From an optimization exercise on the open Yosys and OpenROAD flow, aimed at small area and a short achievable clock period; shortcuts taken in it are not production practice.
In this exercise RTL edits were held to simulation tests only and were not proved equivalent to the original.
Power figures rest on the tool's default switching activity, not on a simulated workload.

Setup of sierra:
==> flow/design.v <==
`timescale 1ns / 1ps
module core(
    input clk, rst_ni,
    input [31:0] instr,
    input [31:0] data_in,
    output [31:0] out_FU_me,
    output mw_o,
    output [31:0] pc_o, write_data_M
    );
    integer i;
    reg [31:0] pc_q, instr_id, pc_id;
    reg [31:0] pc_out;   
    wire stall;
    wire pcsel;
    reg [31:0] target_ex;
    wire [31:0] pc_inc = pc_q + 32'd1;
    wire [31:0] pc_hold = stall ? pc_q : pc_inc;
    wire [31:0] pc_nxt = pcsel ? target_ex : pc_hold;
    wire [31:0] pc_d, pc_out_d;
    clr32 u_clr_pc(.d(pc_nxt), .en(rst_ni), .q(pc_d));
    clr32 u_clr_pco(.d(pc_nxt), .en(rst_ni), .q(pc_out_d));
    always @(posedge clk) begin
        pc_q <= pc_d;
        pc_out <= pc_out_d;
        if (~stall) instr_id <= instr;
    end
    always @(posedge clk) if (~stall) pc_id <= pc_q;
    assign pc_o = pc_out;
    reg rst_d;
    always @(posedge clk) rst_d <= ~rst_ni;
    wire [6:0] opc = instr_id[6:0] & {7{~rst_d}};
    wire [2:0] f3  = instr_id[14:12];
    wire [4:0] rs1 = instr_id[19:15];
    wire [4:0] rs2 = instr_id[24:20];
    wire [4:0] rd  = instr_id[11:7];
    wire o_lui   = opc == 7'b0110111;
    wire o_auipc = opc == 7'b0010111;
    wire o_jal   = opc == 7'b1101111;
    wire o_jalr  = opc == 7'b1100111;
    wire o_br    = opc == 7'b1100011;
    wire o_ld    = opc == 7'b0000011;
    wire o_st    = opc == 7'b0100011;
    wire o_opi   = opc == 7'b0010011;
    wire o_op    = opc == 7'b0110011;
    wire o_alu   = o_opi | o_op;
    wire d_mb  = o_lui | o_auipc | o_ld | o_st | o_opi;
    wire d_md  = o_lui | o_ld;
    wire d_we  = o_lui | o_auipc | o_jal | o_jalr | o_ld | o_opi | o_op;
    wire d_pcw = o_lui | o_jal | o_jalr;
    wire d_pcs = o_lui | o_auipc;
    wire d_s2  = (o_alu & instr_id[30]) | o_br;
    wire [2:0] d_f3 = o_alu ? f3 : 3'b000;
    wire [31:0] imm_t = instr_id[3] ? {{12{instr_id[31]}}, instr_id[19:12], instr_id[20], instr_id[30:21], 1'b0}
                      : instr_id[2] ? {20'b0, instr_id[31:20]}
                      : {19'b0, instr_id[31], instr_id[7], instr_id[30:25], instr_id[11:8], 1'b0};
    reg [31:0] imm;
    always @(*) begin
        imm = 0;
        if (o_lui | o_auipc) imm = {instr_id[31:12], 12'b0};
        if (o_jal)  imm = {{12{instr_id[31]}}, instr_id[19:12], instr_id[20], instr_id[30:21], 1'b0};
        if (o_jalr | o_ld | o_opi) imm = {20'b0, instr_id[31:20]};
        if (o_br)   imm = {19'b0, instr_id[31], instr_id[7], instr_id[30:25], instr_id[11:8], 1'b0};
        if (o_st)   imm = {20'b0, instr_id[31:25], instr_id[11:7]};
    end
    reg [31:0] A_op, B_fwd, link_ex;
    reg [2:0] f3_ex, bf3_ex;
    reg s2_ex, mb_ex, bc_ex, jb_ex, we_ex, md_ex, pcw_ex, mw_ex;
    reg [4:0] rd_ex;
    reg [31:0] B_op;     
    reg [31:0] fu_me, wd_me, link_me, wb;
    reg mw_me, we_me, md_me, pcw_me, we_wb;
    reg [4:0] rd_me, rd_wb;
    assign out_FU_me = fu_me;
    assign write_data_M = wd_me;
    assign mw_o = mw_me;
    assign stall = md_ex & ((rd_ex == rs1) | (rd_ex == rs2));
    wire [31:0] wbval = pcw_me ? link_me : (md_me ? data_in : fu_me);
    wire fA_m = we_ex & (rd_ex == rs1) & (|rs1);
    wire fA_w = we_me & (rd_me == rs1) & (|rs1);
    wire fB_m = we_ex & (rd_ex == rs2) & (|rs2);
    wire fB_w = we_me & (rd_me == rs2) & (|rs2);
    wire [31:0] fu;
    ex_alu u_alu(.A_op(A_op), .B(B_op), .s2_ex(s2_ex),
                 .f3_ex(f3_ex), .fu(fu));
    ex_br u_br(.A_op(A_op), .B_fwd(B_fwd), .bf3_ex(bf3_ex), .bc_ex(bc_ex), .jb_ex(jb_ex),
               .pcsel(pcsel));
    reg [31:0] rf [1:31];
    reg [31:1] valid;
    wire [31:0] oh1 = 32'd1 << rs1;
    wire [31:0] oh2 = 32'd1 << rs2;
    wire [31:0] ohw = 32'd1 << rd_wb;
    wire [31:1] sel1 = valid & oh1[31:1];
    wire [31:1] sel2 = valid & oh2[31:1];
    wire sA_pc = d_pcs;
    wire sA_fu = ~d_pcs & fA_m;
    wire sA_wb = ~d_pcs & ~fA_m & fA_w;
    wire sA_rf = ~(d_pcs | fA_m | fA_w);
    wire sB_fu = fB_m;
    wire sB_wb = ~fB_m & fB_w;
    wire sB_rf = ~(fB_m | fB_w);
    wire [31:0] rdA, rdB;
    wire [31:1] wsel = {31{we_wb}} & ohw[31:1];
    wire [31:1] wseln = ~wsel;
    wire [31:0] a_next, b_next;
    wire [31:0] rf_nxt [1:31];
    genvar gr, gb;
    generate for (gb = 0; gb < 32; gb = gb + 1) begin : g_bit
        wire [31:1] q;
        for (gr = 1; gr < 32; gr = gr + 1) begin : g_reg
            assign q[gr] = rf[gr][gb];
            rf_ao22 u_hold(.a1(wsel[gr]), .a2(wb[gb]), .b1(wseln[gr]), .b2(rf[gr][gb]), .y(rf_nxt[gr][gb]));
        end
        rf_rd31 u_ra(.s(sel1), .q(q), .y(rdA[gb]));
        rf_rd31 u_rb(.s(sel2), .q(q), .y(rdB[gb]));
    end endgenerate
    assign a_next = ({32{sA_pc}} & pc_q) | ({32{sA_fu}} & fu) | ({32{sA_wb}} & wbval)
                  | ({32{sA_rf}} & rdA);
    assign b_next = ({32{sB_fu}} & fu) | ({32{sB_wb}} & wbval) | ({32{sB_rf}} & rdB);
    always @(posedge clk)
        for (i = 1; i < 32; i = i + 1) rf[i] <= rf_nxt[i];
    always @(posedge clk or negedge rst_ni) begin
        if (~rst_ni) valid <= 0;
        else valid <= valid | wsel;
    end
    wire [10:0] ctl_d;
    clr11 u_clr_ctl(.d({d_f3, d_s2, d_mb, o_br, o_jal | o_jalr, d_we, d_md, d_pcw, o_st}),
                    .en(rst_ni), .q(ctl_d));
    always @(posedge clk)
        {f3_ex, s2_ex, mb_ex, bc_ex, jb_ex, we_ex, md_ex, pcw_ex, mw_ex} <= ctl_d;
    always @(posedge clk) begin
        A_op <= a_next;
        B_fwd <= b_next;
        B_op <= d_mb ? imm : b_next;
        link_ex <= pc_inc;
        target_ex <= pc_id + (imm_t >> 2);
        bf3_ex <= f3;
        rd_ex <= rd;
    end
    wire [31:0] fu_d, wd_d;
    wire [2:0] mctl_d;
    clr32 u_clr_fu(.d(fu & {32{~rst_d}}), .en(rst_ni), .q(fu_d));
    clr32 u_clr_wd(.d(B_fwd & {32{~rst_d}}), .en(rst_ni), .q(wd_d));
    clr3 u_clr_mctl(.d({mw_ex, we_ex, we_me}), .en(rst_ni), .q(mctl_d));
    always @(posedge clk) begin
        fu_me <= fu_d; wd_me <= wd_d;
        {mw_me, we_me, we_wb} <= mctl_d;
    end
    always @(posedge clk) begin
        md_me <= md_ex; pcw_me <= pcw_ex; rd_me <= rd_ex; link_me <= (pcw_ex & md_ex) ? imm : link_ex;
        wb <= wbval; rd_wb <= rd_me;
    end
endmodule
module rf_aoi222(input a1, a2, b1, b2, c1, c2, output y);
    assign y = ~((a1 & a2) | (b1 & b2) | (c1 & c2));
endmodule
module rf_nand2(input a, b, output y);
    assign y = ~(a & b);
endmodule
module rf_ao22(input a1, a2, b1, b2, output y);
    assign y = (a1 & a2) | (b1 & b2);
endmodule
module rf_rd31(input [31:1] s, input [31:1] q, output y);
    wire [10:0] g;
    genvar k;
    generate for (k = 0; k < 10; k = k + 1) begin : g3
        rf_aoi222 u(.a1(s[3*k+1]), .a2(q[3*k+1]), .b1(s[3*k+2]), .b2(q[3*k+2]),
                    .c1(s[3*k+3]), .c2(q[3*k+3]), .y(g[k]));
    end endgenerate
    rf_nand2 u10(.a(s[31]), .b(q[31]), .y(g[10]));
    assign y = ~&g;
endmodule
module ex_alu(input [31:0] A_op, B, input s2_ex, input [2:0] f3_ex,
              output [31:0] fu);
    integer i;
    wire [31:0] Bx = B ^ {32{s2_ex}};
    wire [33:0] sum34 = {1'b0, A_op, 1'b1} + {1'b0, Bx, s2_ex};
    wire [31:0] sum = sum34[32:1];
    wire c28 = sum[28] ^ A_op[28] ^ Bx[28];
    wire sgn_d = A_op[31] ^ B[31];
    wire slt  = sgn_d ? A_op[31] : sum[31];
    wire sltu0 = sgn_d ? ~A_op[31] : ~c28;
    wire [31:0] S = A_op ^ B;
    wire [31:0] C = A_op & B;
    wire fill = f3_ex[2] & s2_ex & A_op[31];
    reg [31:0] a_rev, r_rev;
    always @(*) for (i = 0; i < 32; i = i + 1) a_rev[i] = A_op[31-i];
    wire [31:0] sh_in = f3_ex[2] ? A_op : a_rev;
    wire [32:0] sh_t = $signed({fill, sh_in}) >>> B[4:0];
    wire [31:0] sh_r = (|B[31:5]) ? {32{fill}} : sh_t[31:0];
    always @(*) for (i = 0; i < 32; i = i + 1) r_rev[i] = sh_r[31-i];
    wire s_add = f3_ex == 3'b000;
    wire s_sll = f3_ex == 3'b001;
    wire s_slt = f3_ex == 3'b010;
    wire s_sltu = f3_ex == 3'b011;
    wire s_xor = f3_ex == 3'b100;
    wire s_srl = f3_ex == 3'b101;
    wire s_or  = f3_ex == 3'b110;
    wire s_and = f3_ex == 3'b111;
    wire [31:0] lo = {31'b0, (s_slt & slt) | (s_sltu & sltu0)};
    wire [31:0] hi = {{31{s_sltu & sgn_d}}, 1'b0};
    assign fu = ({32{s_add}} & sum) | ({32{s_xor | s_or}} & S) | ({32{s_and | s_or}} & C)
              | ({32{s_sll}} & r_rev) | ({32{s_srl}} & sh_r) | lo | hi;
endmodule
module ex_br(input [31:0] A_op, B_fwd, input [2:0] bf3_ex, input bc_ex, jb_ex, output pcsel);
    wire br_eq = A_op == B_fwd;
    wire br_lt28 = A_op[27:0] < B_fwd[27:0];
    wire br_hi_eq = A_op[30:28] == B_fwd[30:28];
    wire br_hi_lt = A_op[30:28] < B_fwd[30:28];
    wire br_ltu31 = br_hi_lt | (br_hi_eq & br_lt28);
    wire br_lts = (A_op[31] ^ B_fwd[31]) ? A_op[31] : br_ltu31;
    reg cond;
    always @(*) begin
        case (bf3_ex)
            3'b000: cond = br_eq;
            3'b001: cond = ~br_eq;
            3'b100: cond = br_lts;
            3'b101: cond = ~br_lts;
            3'b110: cond = br_lt28;
            3'b111: cond = ~br_lt28;
            default: cond = 1'b0;
        endcase
    end
    assign pcsel = jb_ex | (bc_ex & cond);
endmodule
module clr32(input [31:0] d, input en, output [31:0] q);
    assign q = d & {32{en}};
endmodule
module clr11(input [10:0] d, input en, output [10:0] q);
    assign q = d & {11{en}};
endmodule
module clr3(input [2:0] d, input en, output [2:0] q);
    assign q = d & {3{en}};
endmodule
export LEC_CHECK = 0
export CAP_MARGIN = 20
export CORE_MARGIN = 2
export CORE_UTILIZATION = 35
export PLACE_DENSITY = 0.55
export SLEW_MARGIN = 20
export SYNTH_HIERARCHICAL = 1
create_clock -name core_clock -period 22.0 [get_ports {clk}]
standard.sh (not shown) runs the stock make flow with config.mk's settings and CLKGATE_MAP_FILE= SYNTH_SCRIPT=/design/flow/synth_recipe.tcl, a recipe that flattens the netlist after the stock synthesis.
==> flow/flow/run.sh <==
#!/bin/bash
# The standard layout, with two changes:
#  - the ports are buffered with plain buffers instead of delay cells;
#  - clock tree synthesis clusters up to 20 flip-flops per leaf buffer and
#    inserts no dummy loads.
export BUFFER_PORTS_ARGS="-buffer_cell sky130_fd_sc_hd__buf_2"
export CTS_ARGS="-sink_clustering_enable -repair_clock_nets -dont_use_dummy_load -sink_clustering_size 20 -sink_clustering_max_diameter 80"
bash standard.sh > standard.log 2>&1
Input-level comparison between amber and sierra:
--- a/flow/design.v
+++ b/flow/design.v
@@ -7,27 +7,23 @@
     output mw_o,
     output [31:0] pc_o, write_data_M
     );
     integer i;
     reg [31:0] pc_q, instr_id, pc_id;
-    reg [31:0] pc_out;   
     wire stall;
     wire pcsel;
     reg [31:0] target_ex;
     wire [31:0] pc_inc = pc_q + 32'd1;
     wire [31:0] pc_hold = stall ? pc_q : pc_inc;
-    wire [31:0] pc_nxt = pcsel ? target_ex : pc_hold;
-    wire [31:0] pc_d, pc_out_d;
-    clr32 u_clr_pc(.d(pc_nxt), .en(rst_ni), .q(pc_d));
-    clr32 u_clr_pco(.d(pc_nxt), .en(rst_ni), .q(pc_out_d));
+    wire [31:0] pc_d;
+    clr32 u_clr_pc(.d(pcsel ? target_ex : pc_hold), .en(rst_ni), .q(pc_d));
     always @(posedge clk) begin
         pc_q <= pc_d;
-        pc_out <= pc_out_d;
         if (~stall) instr_id <= instr;
     end
     always @(posedge clk) if (~stall) pc_id <= pc_q;
-    assign pc_o = pc_out;
+    assign pc_o = pc_q;
     reg rst_d;
     always @(posedge clk) rst_d <= ~rst_ni;
     wire [6:0] opc = instr_id[6:0] & {7{~rst_d}};
     wire [2:0] f3  = instr_id[14:12];
     wire [4:0] rs1 = instr_id[19:15];
==> results.txt <==
Final-layout worst hold slack of amber is on par with sierra. Lower clock-buffer cell count among sierra and amber: amber. From sierra to amber the numbers moved as follows: sequential power went down about 2%, count of flip-flops and latches went down by 2.2%, cell area after placement went down 1.6%, area enclosed by the die boundary went down by about 1.5%. Re sequential share of layout area: sierra was higher than amber. In the metrics for sierra and amber, the one carrying the higher global-route usage is amber. Compare sierra and amber | pre-CTS worst setup slack lower: sierra. The portion of total power attributed to combinational logic on sierra is in line with that on amber. Diff sierra -> amber: number of optimization iterations in the first detailed-route pass moved up; power dropped about 2.2%.

[static timing again, ports no longer ideal]
The results above use ideal ports. As a check the final layouts listed here were re-extracted and re-timed, cells and wires unchanged. Step 1, drivers: a clkbuf_16 drives clk and a buf_2 each remaining input, both assumed. Step 2 also shifts input and output timing later by t, the mid clock arrival at the registers, as if the neighbouring blocks saw the same clock. Slacks: ideal / step 1 / step 2; pairs: ideal / step 1.
| run | t (ns) | slack for setup (ns) | worst slew at a driven data input, ns |
|---|---|---|---|
| sierra | 0.829 | 16.292 / 16.206 / 16.003 | 0.07 |
| amber | 0.824 | 15.952 / 15.862 / 15.850 | 0.06 |
After both steps setup and hold are still met in every run listed. For sierra, which loses most, drivers alone change the setup slack by -0.086 ns; drivers and shift together by -0.289 ns.
